This design comes from an exercise in tuning for small area and a short achievable clock period on the open sky130 flow, not from production work. In this exercise RTL edits were held to simulation tests only and were not proved equivalent to the original. Power figures rest on the tool's default switching activity, not on a simulated workload.

==> inputs of build 30 <==
==> flow/design.v <==
module mips_single( clk, rst, imem_addr, imem_rdata, dmem_addr, dmem_wdata, dmem_we, dmem_re, dmem_rdata );
	input clk, rst;
	output [31:0] imem_addr;
	input  [31:0] imem_rdata;
	output [31:0] dmem_addr, dmem_wdata;
	output dmem_we, dmem_re;
	input  [31:0] dmem_rdata;
	reg [31:2] pc;                  
	reg [31:2] pc4_d;               
	reg [31:0] ins_d;               
	reg [3:0]  s1h_d, s2h_d;        
	reg [7:0]  s1l_d, s2l_d;        
	reg        v_d;                 
	reg [31:0] a_e, b_e;            
	reg [15:0] imm_e;               
	reg [4:0]  wn_e;                
	reg        we_e, mr_e, mw_e;    
	reg        madd_e;              
	reg        isimm_e, inv_e;      
	reg [2:0]  rsel_e;              
	reg [31:0] alu_m, sd_m;         
	reg [4:0]  wn_m;
	reg        we_m, mr_m, mw_m;
	reg        ld_m;                
	reg        dwe;                 
	reg [31:0] wd_w;                
	reg [4:0]  wn_w;
	reg        we_w;
	reg [63:0] hilo;                
	reg        hz;                  
	reg [4:0]  cnt;                 
	reg [5:0]  stl;                 
	reg        fin;                 
	reg        ya;                  
	reg        yh;                  
	reg        sb;                  
	reg        sl;                  
	reg [31:0] rf [31:1];
	wire [31:2] pc4f = pc + 30'd1;
	wire [5:0] op = ins_d[31:26];
	wire [4:0] rt = ins_d[20:16];
	wire [4:0] rd = ins_d[15:11];
	wire [5:0] fn = ins_d[5:0];
	wire [31:0] rd1, rd2;
	wire [31:1] sel1, sel2;
	genvar gi, gb;
	generate
		for (gi = 1; gi < 32; gi = gi + 1) begin : g_sel
			assign sel1[gi] = s1h_d[gi / 8] & s1l_d[gi % 8];
			assign sel2[gi] = s2h_d[gi / 8] & s2l_d[gi % 8];
		end
		for (gb = 0; gb < 32; gb = gb + 1) begin : g_rd
			wire [31:1] col;
			for (gi = 1; gi < 32; gi = gi + 1) begin : g_col
				assign col[gi] = rf[gi][gb];
			end
			rf_rdbit u1 (.d(col), .s(sel1), .y(rd1[gb]));
			rf_rdbit u2 (.d(col), .s(sel2), .y(rd2[gb]));
		end
	endgenerate
	wire rtyp   = (op == 6'd0) | (op == 6'd28);    
	wire i_addi = (op == 6'd9);
	wire i_lw   = (op == 6'd35);
	wire i_sw   = (op == 6'd43);
	wire i_beq  = (op == 6'd4);
	wire i_j    = (op == 6'd2);
	wire [4:0] wn_d = rtyp ? rd : rt;
	wire we_d  = v_d & (rtyp | i_addi | i_lw) & (wn_d != 5'd0);
	wire mul_d = v_d & rtyp & ~fn[5] & fn[0];
	wire mfhi_d = rtyp & ~fn[5] & fn[4] & ~fn[0] & ~fn[1];
	wire mflo_d = rtyp & ~fn[5] & fn[4] & ~fn[0] &  fn[1];
	reg [2:0] rsel_d;
	always @(*) begin
		if (!rtyp)        rsel_d = 3'd0;
		else if (fn[5]) begin
			if (fn[3])      rsel_d = 3'd1;
			else if (fn[2]) rsel_d = fn[0] ? 3'd3 : 3'd2;
			else            rsel_d = 3'd0;
		end
		else if (fn[4])   rsel_d = 3'd0;
		else              rsel_d = 3'd4;
	end
	wire inv_d = rtyp & fn[1] & fn[5];    
	wire taken = v_d & i_beq & (rd1 == rd2);
	wire jump  = v_d & i_j;
	wire [31:2] btgt = pc4_d + {{14{ins_d[15]}}, ins_d[15:0]};
	wire [31:2] jtgt = {2'b00, pc4f[31:28], ins_d[23:0]};
	wire [31:0] ain = (a_e & {32{ya}}) | (hilo[63:32] & {32{yh}});
	wire [31:0] bop = ({{16{imm_e[15]}}, imm_e} & {32{isimm_e}}) | (b_e & {32{sb}}) | (hilo[31:0] & {32{sl}});
	wire [32:0] sum;
	add32bk u_add( .a(ain), .b(bop ^ {32{inv_e}}), .ci(inv_e), .s(sum) );
	wire [31:0] srl = b_e >> imm_e[10:6];
	reg  [31:0] res;
	always @(*) begin
		case (rsel_e)
			3'd0: res = sum[31:0];
			3'd1: res = {31'd0, sum[31]};
			3'd2: res = a_e & b_e;
			3'd3: res = a_e | b_e;
			3'd4: res = srl;
			default: res = sum[31:0];
		endcase
	end
	wire last = &cnt;               
	wire stall = stl[0];
	wire hz_n = rst | (hz & ~fin);
	integer k;
	always @(posedge clk) begin
		for (k = 0; k < 6; k = k + 1)
			stl[k] <= ~rst & (stl[k] ? ~last : mul_d);
		fin <= ~rst & stall & last;
		ya  <= stall ? (~last & b_e[1]) : (mul_d ? rd2[0] : ~(mfhi_d | mflo_d));
		yh  <= stall ? (last & madd_e & ~hz) : (mfhi_d & ~hz_n);
		sb  <= ~stall & ~mul_d & ~mfhi_d & ~mflo_d & rtyp;
		sl  <= stall | (((mul_d & ~fn[4]) | mflo_d) & ~hz_n);
		hz  <= hz_n;
		dwe <= ~rst & (stall ? (mw_m & last) : (mw_e & ~mul_d));
		cnt <= (rst | ~stall) ? 5'd0 : cnt + 5'd1;
	end
	wire [31:2] pc_alt = rst ? 30'd0 : (stl[1] ? pc : (jump ? jtgt : pc4f));
	wire [31:2] pc_nx;
	mux30 u_pcmux( .s(v_d & i_beq & (rd1 == rd2) & ~stl[1] & ~rst), .a(pc_alt), .b(btgt), .y(pc_nx) );
	always @(posedge clk)
		pc <= pc_nx;
	always @(posedge clk) begin
		if (rst) begin
			v_d <= 1'b0;
			we_e <= 1'b0; mr_e <= 1'b0; mw_e <= 1'b0;
			we_m <= 1'b0; mr_m <= 1'b0; mw_m <= 1'b0; ld_m <= 1'b0;
			we_w <= 1'b0;
		end else if (!stl[2]) begin
			v_d <= 1'b1;
			we_e <= we_d; mr_e <= v_d & i_lw; mw_e <= v_d & i_sw;
			we_m <= we_e; mr_m <= mr_e; mw_m <= mw_e; ld_m <= mr_e & we_e;
			we_w <= we_m;
		end
	end
	always @(posedge clk) begin
		if (!stl[1]) begin
			pc4_d <= pc4f;
			ins_d <= imem_rdata;
		end
	end
	always @(posedge clk) begin
		if (rst) begin
			s1h_d <= 4'd0; s1l_d <= 8'd0; s2h_d <= 4'd0; s2l_d <= 8'd0;
		end else if (!stl[1]) begin
			s1h_d <= 4'b0001 << imem_rdata[25:24];
			s1l_d <= 8'b00000001 << imem_rdata[23:21];
			s2h_d <= 4'b0001 << imem_rdata[20:19];
			s2l_d <= 8'b00000001 << imem_rdata[18:16];
		end
	end
	always @(posedge clk) begin
		if (!stl[3]) begin
			a_e <= rd1;
			madd_e <= ~fn[4];
			isimm_e <= ~rtyp;
			inv_e <= inv_d;
			rsel_e <= rsel_d;
		end
	end
	always @(posedge clk) begin
		imm_e <= ins_d[15:0];
		wn_e <= wn_d;
	end
	always @(posedge clk) begin
		if (stl[3])
			b_e <= {sum[0], b_e[31:1]};
		else
			b_e <= rd2;
	end
	always @(posedge clk) begin
		if (!stl[4]) begin
			wn_m <= wn_e;
			wd_w <= ld_m ? dmem_rdata : alu_m;
			wn_w <= wn_m;
		end
	end
	always @(posedge clk) begin
		if (stl[5])
			hilo[31:0] <= sum[32:1];
		else if (fin)
			hilo <= {sum[31:0], b_e};
	end
	always @(posedge clk) begin
		if (rst) begin
			alu_m <= 32'd0;
			sd_m <= 32'd0;
		end else if (!stl[4]) begin
			alu_m <= res;
			sd_m <= b_e;
		end
	end
	always @(posedge clk) begin
		if (we_w & ~stl[5])
			rf[wn_w] <= wd_w;
	end
	assign imem_addr  = {pc, 2'b00};
	assign dmem_addr  = alu_m;
	assign dmem_wdata = sd_m;
	assign dmem_we    = dwe;
	assign dmem_re    = mr_m;
endmodule
module rf_rdbit( d, s, y );
	input  [31:1] d, s;
	output y;
	wire [10:0] n;
	genvar k;
	generate
		for (k = 0; k < 10; k = k + 1) begin : g_aoi
			aoi222 u( .a0(d[3*k+1]), .s0(s[3*k+1]), .a1(d[3*k+2]), .s1(s[3*k+2]),
			          .a2(d[3*k+3]), .s2(s[3*k+3]), .y(n[k]) );
		end
	endgenerate
	assign n[10] = ~(d[31] & s[31]);
	assign y = ~&n;
endmodule
module aoi222( a0, s0, a1, s1, a2, s2, y );
	input  a0, s0, a1, s1, a2, s2;
	output y;
	assign y = ~((a0 & s0) | (a1 & s1) | (a2 & s2));
endmodule
module add32bk( a, b, ci, s );
	input  [31:0] a, b;
	input         ci;
	output [32:0] s;
	wire [31:0] p0 = a ^ b;
	wire [31:0] g0 = a & b;
	wire [31:0] g = {g0[31:1], g0[0] | (p0[0] & ci)};
	wire [31:0] p = p0;
	wire [31:0] g1, p1, g2, p2, g3, p3, g4, p4, g5, p5;
	genvar i;
	generate
		for (i = 0; i < 32; i = i + 1) begin : l1
			if (i % 2 == 1) begin : n
				assign g1[i] = g[i] | (p[i] & g[i-1]);
				assign p1[i] = p[i] & p[i-1];
			end else begin : c
				assign g1[i] = g[i]; assign p1[i] = p[i];
			end
		end
		for (i = 0; i < 32; i = i + 1) begin : l2
			if (i % 4 == 3) begin : n
				assign g2[i] = g1[i] | (p1[i] & g1[i-2]);
				assign p2[i] = p1[i] & p1[i-2];
			end else begin : c
				assign g2[i] = g1[i]; assign p2[i] = p1[i];
			end
		end
		for (i = 0; i < 32; i = i + 1) begin : l3
			if (i % 8 == 7) begin : n
				assign g3[i] = g2[i] | (p2[i] & g2[i-4]);
				assign p3[i] = p2[i] & p2[i-4];
			end else begin : c
				assign g3[i] = g2[i]; assign p3[i] = p2[i];
			end
		end
		for (i = 0; i < 32; i = i + 1) begin : l4
			if (i % 16 == 15) begin : n
				assign g4[i] = g3[i] | (p3[i] & g3[i-8]);
				assign p4[i] = p3[i] & p3[i-8];
			end else begin : c
				assign g4[i] = g3[i]; assign p4[i] = p3[i];
			end
		end
		for (i = 0; i < 32; i = i + 1) begin : l5
			if (i == 31) begin : n
				assign g5[i] = g4[i] | (p4[i] & g4[i-16]);
				assign p5[i] = p4[i] & p4[i-16];
			end else begin : c
				assign g5[i] = g4[i]; assign p5[i] = p4[i];
			end
		end
	endgenerate
	wire [31:0] c;
	assign c[31] = g5[31]; assign c[15] = g5[15]; assign c[7] = g5[7]; assign c[3] = g5[3];
	assign c[1] = g5[1]; assign c[0] = g5[0];
	assign c[23] = g5[23] | (p5[23] & c[15]);
	assign c[11] = g5[11] | (p5[11] & c[7]);
	assign c[19] = g5[19] | (p5[19] & c[15]);
	assign c[27] = g5[27] | (p5[27] & c[23]);
	generate
		for (i = 5; i < 32; i = i + 4) begin : d2
			assign c[i] = g5[i] | (p5[i] & c[i-2]);
		end
		for (i = 2; i < 32; i = i + 2) begin : d1
			assign c[i] = g[i] | (p[i] & c[i-1]);
		end
	endgenerate
	assign s[0] = p0[0] ^ ci;
	generate
		for (i = 1; i < 32; i = i + 1) begin : sm
			assign s[i] = p0[i] ^ c[i-1];
		end
	endgenerate
	assign s[32] = c[31];
endmodule
module mux30( s, a, b, y );
	input         s;
	input  [29:0] a, b;
	output [29:0] y;
	assign y = s ? b : a;
endmodule
==> flow/flow/run.sh <==
#!/bin/bash
# Own flow: the standard layout (standard synthesis unchanged, same constraints), with
#  - the timing repair steps asked to reach a setup margin, so that they size and buffer the
#    critical paths instead of stopping at the clock period;
#  - every input and output port still buffered, with buf_2 rather than the default delay cell.
# Each tool's log stays under orfs/logs here; make's own output goes to run_make.log.
set -euo pipefail
bash standard.sh SETUP_SLACK_MARGIN=11.5 "BUFFER_PORTS_ARGS=-buffer_cell sky130_fd_sc_hd__buf_2" finish > run_make.log 2>&1
==> flow/standard.sh <==
#!/bin/bash
# synth_recipe.tcl (not shown) runs the flow's synth.tcl, then flattens the netlist and writes it again
# the make line also repeats each setting of config.mk as NAME=value (left out here)
make -C /OpenROAD-flow-scripts/flow DESIGN_CONFIG=/design/flow/config.mk WORK_HOME=/design/flow/orfs CLKGATE_MAP_FILE= SYNTH_SCRIPT=/design/flow/synth_recipe.tcl "${@:-finish}"
==> flow/config.mk <==
export PLATFORM = sky130hd
export DESIGN_NAME = mips_single
export DESIGN_NICKNAME = mips_single
export VERILOG_FILES = /design/flow/design.v
export SDC_FILE = /design/flow/constraint.sdc
export NUM_CORES = 4
export LEC_CHECK = 0
export CAP_MARGIN = 20
export CORE_MARGIN = 2
export CORE_UTILIZATION = 60
export CTS_CLUSTER_DIAMETER = 100
export CTS_CLUSTER_SIZE = 24
export SLEW_MARGIN = 20
export SYNTH_HIERARCHICAL = 1
==> flow/constraint.sdc <==
create_clock -name core_clock -period 16.0 [get_ports {clk}]
set_input_delay 3.2000 -clock core_clock [delete_from_list [all_inputs] [get_ports {clk}]]
set_output_delay 3.2000 -clock core_clock [all_outputs]
set_load 0.01 [all_outputs]
==> inputs of trial 6, as changes to build 30 <==
--- a/flow/design.v
+++ b/flow/design.v
@@ -117,11 +117,15 @@
 		dwe <= ~rst & (stall ? (mw_m & last) : (mw_e & ~mul_d));
 		cnt <= (rst | ~stall) ? 5'd0 : cnt + 5'd1;
 	end
-	wire [31:2] pc_alt = rst ? 30'd0 : (stl[1] ? pc : (jump ? jtgt : pc4f));
-	wire [31:2] pc_nx;
-	mux30 u_pcmux( .s(v_d & i_beq & (rd1 == rd2) & ~stl[1] & ~rst), .a(pc_alt), .b(btgt), .y(pc_nx) );
-	always @(posedge clk)
-		pc <= pc_nx;
+	always @(posedge clk) begin
+		if (rst) begin
+			pc <= 30'd0;
+		end else if (v_d & i_beq & (rd1 == rd2) & ~stl[1]) begin
+			pc <= btgt;
+		end else if (!stl[1]) begin
+			pc <= jump ? jtgt : pc4f;
+		end
+	end
 	always @(posedge clk) begin
 		if (rst) begin
 			v_d <= 1'b0;
@@ -296,9 +300,3 @@
 	endgenerate
 	assign s[32] = c[31];
 endmodule
-module mux30( s, a, b, y );
-	input         s;
-	input  [29:0] a, b;
-	output [29:0] y;
-	assign y = s ? b : a;
-endmodule
==> flow/config.mk (replaced) <==
export PLATFORM = sky130hd
export DESIGN_NAME = mips_single
export DESIGN_NICKNAME = mips_single
export VERILOG_FILES = /design/flow/design.v
export SDC_FILE = /design/flow/constraint.sdc
export NUM_CORES = 4
export LEC_CHECK = 0
export CAP_MARGIN = 10
export CORE_MARGIN = 2
export CORE_UTILIZATION = 50
export CTS_CLUSTER_DIAMETER = 100
export CTS_CLUSTER_SIZE = 20
export PLACE_DENSITY = 0.7
export SLEW_MARGIN = 10
export SYNTH_HIERARCHICAL = 1
==> inputs of trial 33, as changes to build 30 <==
--- a/flow/design.v
+++ b/flow/design.v
@@ -117,11 +117,15 @@
 		dwe <= ~rst & (stall ? (mw_m & last) : (mw_e & ~mul_d));
 		cnt <= (rst | ~stall) ? 5'd0 : cnt + 5'd1;
 	end
-	wire [31:2] pc_alt = rst ? 30'd0 : (stl[1] ? pc : (jump ? jtgt : pc4f));
-	wire [31:2] pc_nx;
-	mux30 u_pcmux( .s(v_d & i_beq & (rd1 == rd2) & ~stl[1] & ~rst), .a(pc_alt), .b(btgt), .y(pc_nx) );
-	always @(posedge clk)
-		pc <= pc_nx;
+	always @(posedge clk) begin
+		if (rst) begin
+			pc <= 30'd0;
+		end else if (v_d & i_beq & (rd1 == rd2) & ~stl[1]) begin
+			pc <= btgt;
+		end else if (!stl[1]) begin
+			pc <= jump ? jtgt : pc4f;
+		end
+	end
 	always @(posedge clk) begin
 		if (rst) begin
 			v_d <= 1'b0;
@@ -296,9 +300,3 @@
 	endgenerate
 	assign s[32] = c[31];
 endmodule
-module mux30( s, a, b, y );
-	input         s;
-	input  [29:0] a, b;
-	output [29:0] y;
-	assign y = s ? b : a;
-endmodule
==> flow/config.mk (replaced) <==
export PLATFORM = sky130hd
export DESIGN_NAME = mips_single
export DESIGN_NICKNAME = mips_single
export VERILOG_FILES = /design/flow/design.v
export SDC_FILE = /design/flow/constraint.sdc
export NUM_CORES = 4
export LEC_CHECK = 0
export CAP_MARGIN = 10
export CORE_MARGIN = 2
export CORE_UTILIZATION = 40
export CTS_CLUSTER_DIAMETER = 100
export CTS_CLUSTER_SIZE = 24
export SLEW_MARGIN = 10
export SYNTH_HIERARCHICAL = 1
==> summary.txt <==
| item | build 30 | trial 33 | trial 6 |
|---|---|---|---|
| Fraction of area in multi-input gates | 30.4% | 29.5% | 29.7% |
| Required time of the critical path | 16.57 ns | 12.80 ns | 16.64 ns |
| Total number of vias | 43942 | 43749 | 43530 |
| Number of multi-input combinational cells in the layout | 2382 | 2347 | 2347 |
| Adder-cell share of the synthesized area | 2.40% | 2.38% | 2.38% |
| Worst setup startpoint | s2h_d[1] | alu_m[19] | s2h_d[1] |
| Result of the run | no timing/DRC/antenna violations | no timing/DRC/antenna violations | no timing/DRC/antenna violations |
| Beginning of the worst hold path | wn_e[1] | wn_e[3] | wn_e[4] |
| Count of plain and timing-repair buffers | 302 | 315 | 294 |
| Vias in the first global route | 42835 | 41676 | 41439 |
| Area taken by flip-flops and latches | 0.0400 mm2 | 0.0400 mm2 | 0.0400 mm2 |
| Clock group total power | 1.99 mW | 2.03 mW | 2.16 mW |
| Die extent in y | 321 um | 391 um | 350 um |
| Full die area | 0.103 mm2 | 0.153 mm2 | 0.122 mm2 |
| Multiplexer fraction of the synthesized cell area | 5.07% | 3.73% | 3.73% |
| Post-detailed-route wirelength per cell | 37.3 um | 35.1 um | 34.2 um |
| Clock buffer count from CTS | 68 | 69 | 80 |
| Share of total power in the clock network | 29.3% | 29.7% | 31.0% |
| Count of inserted tapcells | 1298 | 1930 | 1600 |
| Logic depth of the worst path, buffers included | 13 | 1 | 13 |
| Worst EP arrival | 5.13 ns | 1.28 ns | 5.20 ns |

-- re-timing with driven ports --
In the flow no input, the clock included, has a driving cell. The finished layouts below were timed again as built, in two steps.
Step 1 assumes that a clkbuf_16 drives the clock port and a buf_2 every other input.
Step 2 adds t to the input delays and takes it off the output delays; t is the mean of the earliest and latest rising clock arrival at the registers after step 1. Input paths then give back, and output paths get back, about the clock's delay inside the block.
Slacks: no drivers / after step 1 / after step 2; pairs: no drivers / after step 1.
run | t, ns | slack for setup (ns) | clock arrival spread, ns | worst data-port slew with drivers (ns)
build 30 | 0.758 | 11.444 / 11.444 / 10.870 | 0.036 / 0.035 | 0.09
trial 6 | 0.766 | 11.439 / 11.439 / 10.890 | 0.051 / 0.051 | 0.07
trial 33 | 0.786 | 11.522 / 11.438 / 10.854 | 0.053 / 0.052 | 0.07
After both steps every run listed still meets setup and hold. The setup slack of trial 33, which loses most, moves by -0.084 ns with the drivers and by -0.668 ns with both steps.
